This is an optimization exercise on Yosys and OpenROAD, whose aim is small area, not a production implementation. At most, simulation tests tie the RTL to the original design; equivalence was not proved. No driver is modelled on the clock port, so clock power and skew are understated where the tree is cut down; a real chip needs a root buffer or a tree. Power and IR drop assume default switching activity.

fjord:
// top
module top
(
    input                   clk,
    input                   resetn,
    input       [15:0]      SW,
    input       [4:0]       BTN,
    output      [15:0]      LED,
    output                  DP,
    output      [7:0]       AN,
    output      [6:0]       C
    );
Size in the first run: about 440 cells after synthesis, about 55 I/O pins, roughly 0.0034 mm2 of cells after synthesis.
==> flow/config.mk <==
export PLATFORM = sky130hd
export DESIGN_NAME = top
export DESIGN_NICKNAME = top
export VERILOG_FILES = /design/flow/design.v
export SDC_FILE = /design/flow/constraint.sdc
export NUM_CORES = 4
export LEC_CHECK = 0
export CAP_MARGIN = 20
export CORE_MARGIN = 2
export CORE_UTILIZATION = 40
export SLEW_MARGIN = 20
==> flow/constraint.sdc <==
create_clock -name core_clock -period 10.0 [get_ports {clk}]
set_input_delay 2.0000 -clock core_clock [delete_from_list [all_inputs] [get_ports {clk}]]
set_output_delay 2.0000 -clock core_clock [all_outputs]
set_load 0.01 [all_outputs]
standard.sh (not shown) runs the stock make flow with config.mk's settings and CLKGATE_MAP_FILE= SYNTH_SCRIPT=/design/flow/synth_recipe.tcl, a recipe that flattens the netlist after the stock synthesis.
==> flow/flow/run.sh <==
#!/bin/bash
# Own layout flow: the standard ORFS flow (standard.sh) with four changes.
#  1. Synthesis is synth_recipe.tcl unchanged except that Yosys's abc pass maps
#     the combinational logic with flow/abc_area.script (area-oriented) instead
#     of ORFS's delay-oriented script. Registers are not touched by abc.
#  2. Port buffers are sky130_fd_sc_hd__buf_1.
#  3. TritonCTS runs as usual, then flow/clock_tree.tcl (POST_CTS hook)
#     replaces its tree with four clkbuf_8 buffers fed by the clock port.
# make's output goes to standard.log; ORFS keeps each step's log under orfs/logs.
set -euo pipefail
HERE=$(pwd)
cat > "$HERE/area_synth.tcl" <<EOS
proc abc {args} {
  set i [lsearch -exact \$args -script]
  if {\$i >= 0} { lset args [expr {\$i + 1}] $HERE/flow/abc_area.script }
  set j [lsearch -exact \$args -D]
  if {\$j >= 0} { set args [lreplace \$args \$j [expr {\$j + 1}]] }
  yosys abc {*}\$args
}
source $HERE/synth_recipe.tcl
EOS
export BUFFER_PORTS_ARGS="-buffer_cell sky130_fd_sc_hd__buf_1"
export CTS_ARGS="-sink_clustering_enable -repair_clock_nets -buf_list {sky130_fd_sc_hd__clkbuf_4 sky130_fd_sc_hd__clkbuf_8} -dont_use_dummy_load"
export POST_CTS_TCL="$HERE/flow/clock_tree.tcl"
export FLAT_CTS_BUF=sky130_fd_sc_hd__clkbuf_8
export FLAT_CTS_NET=clk
bash standard.sh SYNTH_SCRIPT="$HERE/area_synth.tcl" finish > standard.log 2>&1
Other scripts of this flow, unchanged in this note and not shown: flow/flow/abc_area.script, flow/flow/clock_tree.tcl
Setup changes, fjord to delta
--- a/flow/flow/run.sh
+++ b/flow/flow/run.sh
@@ -1,6 +1,7 @@
 #!/bin/bash
-# Own layout flow: the standard ORFS flow (standard.sh) with four changes.
+# Own layout flow: the standard ORFS flow (standard.sh) with three changes.
 #  1. Synthesis is synth_recipe.tcl unchanged except that Yosys's abc pass maps
 #     the combinational logic with flow/abc_area.script (area-oriented) instead
-#     of ORFS's delay-oriented script. Registers are not touched by abc.
+#     of ORFS's delay-oriented script, and ADDER_MAP_FILE is left empty so that
+#     half adders are not extracted ahead of abc. Registers are not touched.
 #  2. Port buffers are sky130_fd_sc_hd__buf_1.
@@ -26,2 +27,2 @@
 export FLAT_CTS_NET=clk
-bash standard.sh SYNTH_SCRIPT="$HERE/area_synth.tcl" finish > standard.log 2>&1
+bash standard.sh SYNTH_SCRIPT="$HERE/area_synth.tcl" ADDER_MAP_FILE= finish > standard.log 2>&1
Notes after the runs:
- Weighted congestion at the end of routability-driven global placement was lower in the run labelled fjord.
- delta against fjord: critical path depth shows a reduction of 6; die area shows a reduction of 2.6%; sequential-to-total area share from yosys stat shows an increase of 1.2 points.
- Against fjord as the reference, delta delivers a higher number of fill cells in the layout.
- Between delta and fjord, it is delta whose area of the multi-input gates is lower, by about 5%.
- Looking at global-route wire length before repair across delta and fjord, the one that comes out lower is delta.
In every run of this note, the design's own scripts or RTL, not TritonCTS, make the clock network.

---

Another version of the RTL of top (not shown whole).
For scale: roughly 460 cells after synthesis, ~3600 sq um of cells after synthesis.
clock: 10.0 ns
lec_check: 0
cap_margin: 20
core_margin: 2
core_utilization: 40
slew_margin: 20
==> flow/flow/run.sh <==
#!/bin/bash
# Own layout flow: the standard ORFS flow (standard.sh) with four changes.
#  1. Synthesis is synth_recipe.tcl unchanged except that Yosys's abc pass maps
#     the combinational logic with flow/abc_area.script (area-oriented) instead
#     of ORFS's delay-oriented script. Registers are not touched by abc.
#  2. Port buffers are sky130_fd_sc_hd__buf_1.
#  3. TritonCTS runs as usual, then flow/clock_tree.tcl (POST_CTS hook)
#     replaces its tree with four clkbuf_16 buffers fed by the clock port.
# make's output goes to standard.log; ORFS keeps each step's log under orfs/logs.
set -euo pipefail
HERE=$(pwd)
cat > "$HERE/area_synth.tcl" <<EOS
proc abc {args} {
  set i [lsearch -exact \$args -script]
  if {\$i >= 0} { lset args [expr {\$i + 1}] $HERE/flow/abc_area.script }
  set j [lsearch -exact \$args -D]
  if {\$j >= 0} { set args [lreplace \$args \$j [expr {\$j + 1}]] }
  yosys abc {*}\$args
}
source $HERE/synth_recipe.tcl
EOS
export BUFFER_PORTS_ARGS="-buffer_cell sky130_fd_sc_hd__buf_1"
export CTS_ARGS="-sink_clustering_enable -repair_clock_nets -buf_list {sky130_fd_sc_hd__clkbuf_4 sky130_fd_sc_hd__clkbuf_8} -dont_use_dummy_load"
export POST_CTS_TCL="$HERE/flow/clock_tree.tcl"
export FLAT_CTS_BUF=sky130_fd_sc_hd__clkbuf_16
export FLAT_CTS_NET=clk
bash standard.sh SYNTH_SCRIPT="$HERE/area_synth.tcl" finish > standard.log 2>&1
==> flow/flow/clock_tree.tcl <==
# POST_CTS hook: replace the clock tree TritonCTS built with a flat one.
# The flip-flops are split into four groups of neighbours (two columns by
# x, then two rows by y within each column); each group is driven by one
# clock buffer placed at the group's centre, and the clock port drives the
# four buffers. Every register's clock passes through exactly one buffer.
set block [ord::get_db_block]
set db [ord::get_db]
set buf_master [$db findMaster $::env(FLAT_CTS_BUF)]
set clk_net [$block findNet $::env(FLAT_CTS_NET)]

# walk the tree TritonCTS made: collect its buffers and the clock sinks
set ::flat_tree_bufs {}
set ::flat_sinks {}
proc flat_walk {net} {
  foreach it [$net getITerms] {
    if {[$it isOutputSignal]} { continue }
    set inst [$it getInst]
    set mname [[$inst getMaster] getName]
    if {[string match "*clkbuf*" $mname]} {
      lappend ::flat_tree_bufs $inst
      foreach o [$inst getITerms] {
        if {[$o isOutputSignal] && [$o getNet] ne "NULL"} { flat_walk [$o getNet] }
      }
    } else {
      lappend ::flat_sinks $it
    }
  }
}
flat_walk $clk_net
set tree_bufs $::flat_tree_bufs
set sinks $::flat_sinks
puts "flat clock tree: removing [llength $tree_bufs] TritonCTS buffers, [llength $sinks] sinks"
foreach inst $tree_bufs {
  set onet "NULL"
  foreach o [$inst getITerms] {
    if {[$o isOutputSignal]} { set onet [$o getNet] }
    $o disconnect
  }
  odb::dbInst_destroy $inst
  if {$onet ne "NULL" && $onet ne $clk_net} { odb::dbNet_destroy $onet }
}

proc flat_by_x {a b} {
  set ax [lindex [[$a getInst] getLocation] 0]; set bx [lindex [[$b getInst] getLocation] 0]
  expr {$ax < $bx ? -1 : ($ax > $bx ? 1 : 0)}
}
proc flat_by_y {a b} {
  set ay [lindex [[$a getInst] getLocation] 1]; set by [lindex [[$b getInst] getLocation] 1]
  expr {$ay < $by ? -1 : ($ay > $by ? 1 : 0)}
}
set sorted [lsort -command flat_by_x $sinks]
set n [llength $sorted]
set half [expr {($n + 1) / 2}]
set groups {}
foreach col [list [lrange $sorted 0 [expr {$half - 1}]] [lrange $sorted $half end]] {
  set col [lsort -command flat_by_y $col]
  set m [llength $col]
  set h [expr {($m + 1) / 2}]
  lappend groups [lrange $col 0 [expr {$h - 1}]] [lrange $col $h end]
}
set g 0
foreach grp $groups {
  if {[llength $grp] == 0} { continue }
  set inst [odb::dbInst_create $block $buf_master "flat_clkbuf_$g"]
  set net [odb::dbNet_create $block "flat_clknet_$g"]
  $net setSigType CLOCK
  set sx 0; set sy 0
  foreach it $grp {
    $it disconnect
    $it connect $net
    set loc [[$it getInst] getLocation]
    incr sx [lindex $loc 0]; incr sy [lindex $loc 1]
  }
  $inst setLocation [expr {$sx / [llength $grp]}] [expr {$sy / [llength $grp]}]
  $inst setPlacementStatus PLACED
  foreach it [$inst getITerms] {
    if {[$it isInputSignal]} { $it connect $clk_net }
    if {[$it isOutputSignal]} { $it connect $net }
  }
  puts "flat clock tree: flat_clkbuf_$g drives [llength $grp] sinks"
  incr g
}
detailed_placement
check_placement -verbose
estimate_parasitics -placement
report_clock_skew
Other scripts of this flow, unchanged in this note and not shown: flow/flow/abc_area.script
Next try:
--- a/flow/flow/clock_tree.tcl
+++ b/flow/flow/clock_tree.tcl
@@ -11,5 +11,6 @@
 # walk the tree TritonCTS made: collect its buffers and the clock sinks
-set ::flat_tree_bufs {}
-set ::flat_sinks {}
-proc flat_walk {net} {
+set tree_bufs {}
+set sinks {}
+proc walk {net} {
+  global tree_bufs sinks
   foreach it [$net getITerms] {
@@ -19,8 +20,8 @@
     if {[string match "*clkbuf*" $mname]} {
-      lappend ::flat_tree_bufs $inst
+      lappend tree_bufs $inst
       foreach o [$inst getITerms] {
-        if {[$o isOutputSignal] && [$o getNet] ne "NULL"} { flat_walk [$o getNet] }
+        if {[$o isOutputSignal] && [$o getNet] ne "NULL"} { walk [$o getNet] }
       }
     } else {
-      lappend ::flat_sinks $it
+      lappend sinks $it
     }
@@ -28,5 +29,3 @@
 }
-flat_walk $clk_net
-set tree_bufs $::flat_tree_bufs
-set sinks $::flat_sinks
+walk $clk_net
 puts "flat clock tree: removing [llength $tree_bufs] TritonCTS buffers, [llength $sinks] sinks"
@@ -42,3 +41,3 @@
 
-proc flat_by_x {a b} {
+proc by_x {a b} {
   set ax [lindex [[$a getInst] getLocation] 0]; set bx [lindex [[$b getInst] getLocation] 0]
@@ -46,3 +45,3 @@
 }
-proc flat_by_y {a b} {
+proc by_y {a b} {
   set ay [lindex [[$a getInst] getLocation] 1]; set by [lindex [[$b getInst] getLocation] 1]
@@ -50,3 +49,3 @@
 }
-set sorted [lsort -command flat_by_x $sinks]
+set sorted [lsort -command by_x $sinks]
 set n [llength $sorted]
@@ -55,3 +54,3 @@
 foreach col [list [lrange $sorted 0 [expr {$half - 1}]] [lrange $sorted $half end]] {
-  set col [lsort -command flat_by_y $col]
+  set col [lsort -command by_y $col]
   set m [llength $col]
Clock skew climbs by 0.025 ns.
Routed wire length increases by 0.79%.
Cell count came out higher by 0.82%.
Next try:
--- a/flow/flow/run.sh
+++ b/flow/flow/run.sh
@@ -7,3 +7,3 @@
 #  3. TritonCTS runs as usual, then flow/clock_tree.tcl (POST_CTS hook)
-#     replaces its tree with four clkbuf_16 buffers fed by the clock port.
+#     replaces its tree with four clkbuf_8 buffers fed by the clock port.
 # make's output goes to standard.log; ORFS keeps each step's log under orfs/logs.
@@ -24,3 +24,3 @@
 export POST_CTS_TCL="$HERE/flow/clock_tree.tcl"
-export FLAT_CTS_BUF=sky130_fd_sc_hd__clkbuf_16
+export FLAT_CTS_BUF=sky130_fd_sc_hd__clkbuf_8
 export FLAT_CTS_NET=clk
--- a/flow/flow/clock_tree.tcl
+++ b/flow/flow/clock_tree.tcl
@@ -11,6 +11,5 @@
 # walk the tree TritonCTS made: collect its buffers and the clock sinks
-set tree_bufs {}
-set sinks {}
-proc walk {net} {
-  global tree_bufs sinks
+set ::flat_tree_bufs {}
+set ::flat_sinks {}
+proc flat_walk {net} {
   foreach it [$net getITerms] {
@@ -20,8 +19,8 @@
     if {[string match "*clkbuf*" $mname]} {
-      lappend tree_bufs $inst
+      lappend ::flat_tree_bufs $inst
       foreach o [$inst getITerms] {
-        if {[$o isOutputSignal] && [$o getNet] ne "NULL"} { walk [$o getNet] }
+        if {[$o isOutputSignal] && [$o getNet] ne "NULL"} { flat_walk [$o getNet] }
       }
     } else {
-      lappend sinks $it
+      lappend ::flat_sinks $it
     }
@@ -29,3 +28,5 @@
 }
-walk $clk_net
+flat_walk $clk_net
+set tree_bufs $::flat_tree_bufs
+set sinks $::flat_sinks
 puts "flat clock tree: removing [llength $tree_bufs] TritonCTS buffers, [llength $sinks] sinks"
@@ -41,3 +42,3 @@
 
-proc by_x {a b} {
+proc flat_by_x {a b} {
   set ax [lindex [[$a getInst] getLocation] 0]; set bx [lindex [[$b getInst] getLocation] 0]
@@ -45,3 +46,3 @@
 }
-proc by_y {a b} {
+proc flat_by_y {a b} {
   set ay [lindex [[$a getInst] getLocation] 1]; set by [lindex [[$b getInst] getLocation] 1]
@@ -49,3 +50,3 @@
 }
-set sorted [lsort -command by_x $sinks]
+set sorted [lsort -command flat_by_x $sinks]
 set n [llength $sorted]
@@ -54,3 +55,3 @@
 foreach col [list [lrange $sorted 0 [expr {$half - 1}]] [lrange $sorted $half end]] {
-  set col [lsort -command by_y $col]
+  set col [lsort -command flat_by_y $col]
   set m [llength $col]
Effect:
- The changed run completed with no timing, DRC or antenna violations
- clock power goes down by well over a third
- synthesized cell count is unchanged
- cell count fell slightly
- hold slack improves by 0.027 ns
- sequential share of layout area came out higher by 0.65 points
- wire length drops slightly
- cell area came out lower slightly
- core utilization shrinks by 0.79 points
- setup slack gets better by 0.035 ns
Next try:
--- a/flow/flow/clock_tree.tcl
+++ b/flow/flow/clock_tree.tcl
@@ -11,5 +11,6 @@
 # walk the tree TritonCTS made: collect its buffers and the clock sinks
-set ::flat_tree_bufs {}
-set ::flat_sinks {}
-proc flat_walk {net} {
+set tree_bufs {}
+set sinks {}
+proc walk {net} {
+  global tree_bufs sinks
   foreach it [$net getITerms] {
@@ -19,8 +20,8 @@
     if {[string match "*clkbuf*" $mname]} {
-      lappend ::flat_tree_bufs $inst
+      lappend tree_bufs $inst
       foreach o [$inst getITerms] {
-        if {[$o isOutputSignal] && [$o getNet] ne "NULL"} { flat_walk [$o getNet] }
+        if {[$o isOutputSignal] && [$o getNet] ne "NULL"} { walk [$o getNet] }
       }
     } else {
-      lappend ::flat_sinks $it
+      lappend sinks $it
     }
@@ -28,5 +29,3 @@
 }
-flat_walk $clk_net
-set tree_bufs $::flat_tree_bufs
-set sinks $::flat_sinks
+walk $clk_net
 puts "flat clock tree: removing [llength $tree_bufs] TritonCTS buffers, [llength $sinks] sinks"
@@ -42,3 +41,3 @@
 
-proc flat_by_x {a b} {
+proc by_x {a b} {
   set ax [lindex [[$a getInst] getLocation] 0]; set bx [lindex [[$b getInst] getLocation] 0]
@@ -46,3 +45,3 @@
 }
-proc flat_by_y {a b} {
+proc by_y {a b} {
   set ay [lindex [[$a getInst] getLocation] 1]; set by [lindex [[$b getInst] getLocation] 1]
@@ -50,3 +49,3 @@
 }
-set sorted [lsort -command flat_by_x $sinks]
+set sorted [lsort -command by_x $sinks]
 set n [llength $sorted]
@@ -55,3 +54,3 @@
 foreach col [list [lrange $sorted 0 [expr {$half - 1}]] [lrange $sorted $half end]] {
-  set col [lsort -command flat_by_y $col]
+  set col [lsort -command by_y $col]
   set m [llength $col]
The new run passed the timing, design-rule and antenna checks.
Utilization came out higher by 0.79 points.
Synthesized area does not change.
Final area came out higher by 1.8%.
Routed wire length came out higher by about 0.9%.
Die area does not change.
Cell count came out higher by 0.82%.
No run of this note included a check of the RTL's function; only the layout flow was run. The clock cells of the first and third runs of this note come from the design's own scripts or RTL, not from TritonCTS.

-- afterwards: timing with drivers on the ports --
The flow's constraints put no driver on any port. The routed layouts listed below were extracted and timed again, unchanged, in two steps.
Step 1 (the two cells are an assumption about what drives the block):
set clk [get_ports {clk}]
set_driving_cell -lib_cell sky130_fd_sc_hd__clkbuf_16 $clk
set_driving_cell -lib_cell sky130_fd_sc_hd__buf_2 [delete_from_list [all_inputs] $clk]
Step 2 adds t to the input delays and takes it off the output delays; t is the mean of the earliest and latest rising clock arrival at the registers after step 1. Input paths then give back, and output paths get back, about the clock's delay inside the block.
Three values: no drivers, after step 1, after step 2; two values: the first two.
run | shift t [ns] | setup slack, ns | worst slew at a driven data input, ns
fjord | 0.220 | 6.023 / 6.062 / 5.842 | 0.03
delta | 0.224 | 6.054 / 6.095 / 5.871 | 0.03
the first run of note 2 | 0.218 | 6.170 / 6.226 / 6.008 | 0.03
the second run of note 2 | 0.365 | 6.137 / 6.108 / 6.008 | 0.03
the third run of note 2 | 0.217 | 6.173 / 6.209 / 5.992 | 0.03
the fourth run of note 2 | 0.365 | 6.137 / 6.108 / 6.008 | 0.03
After both steps every run listed still meets setup and hold. For delta, which loses most, drivers alone change the setup slack by +0.041 ns; drivers and shift together by -0.183 ns.
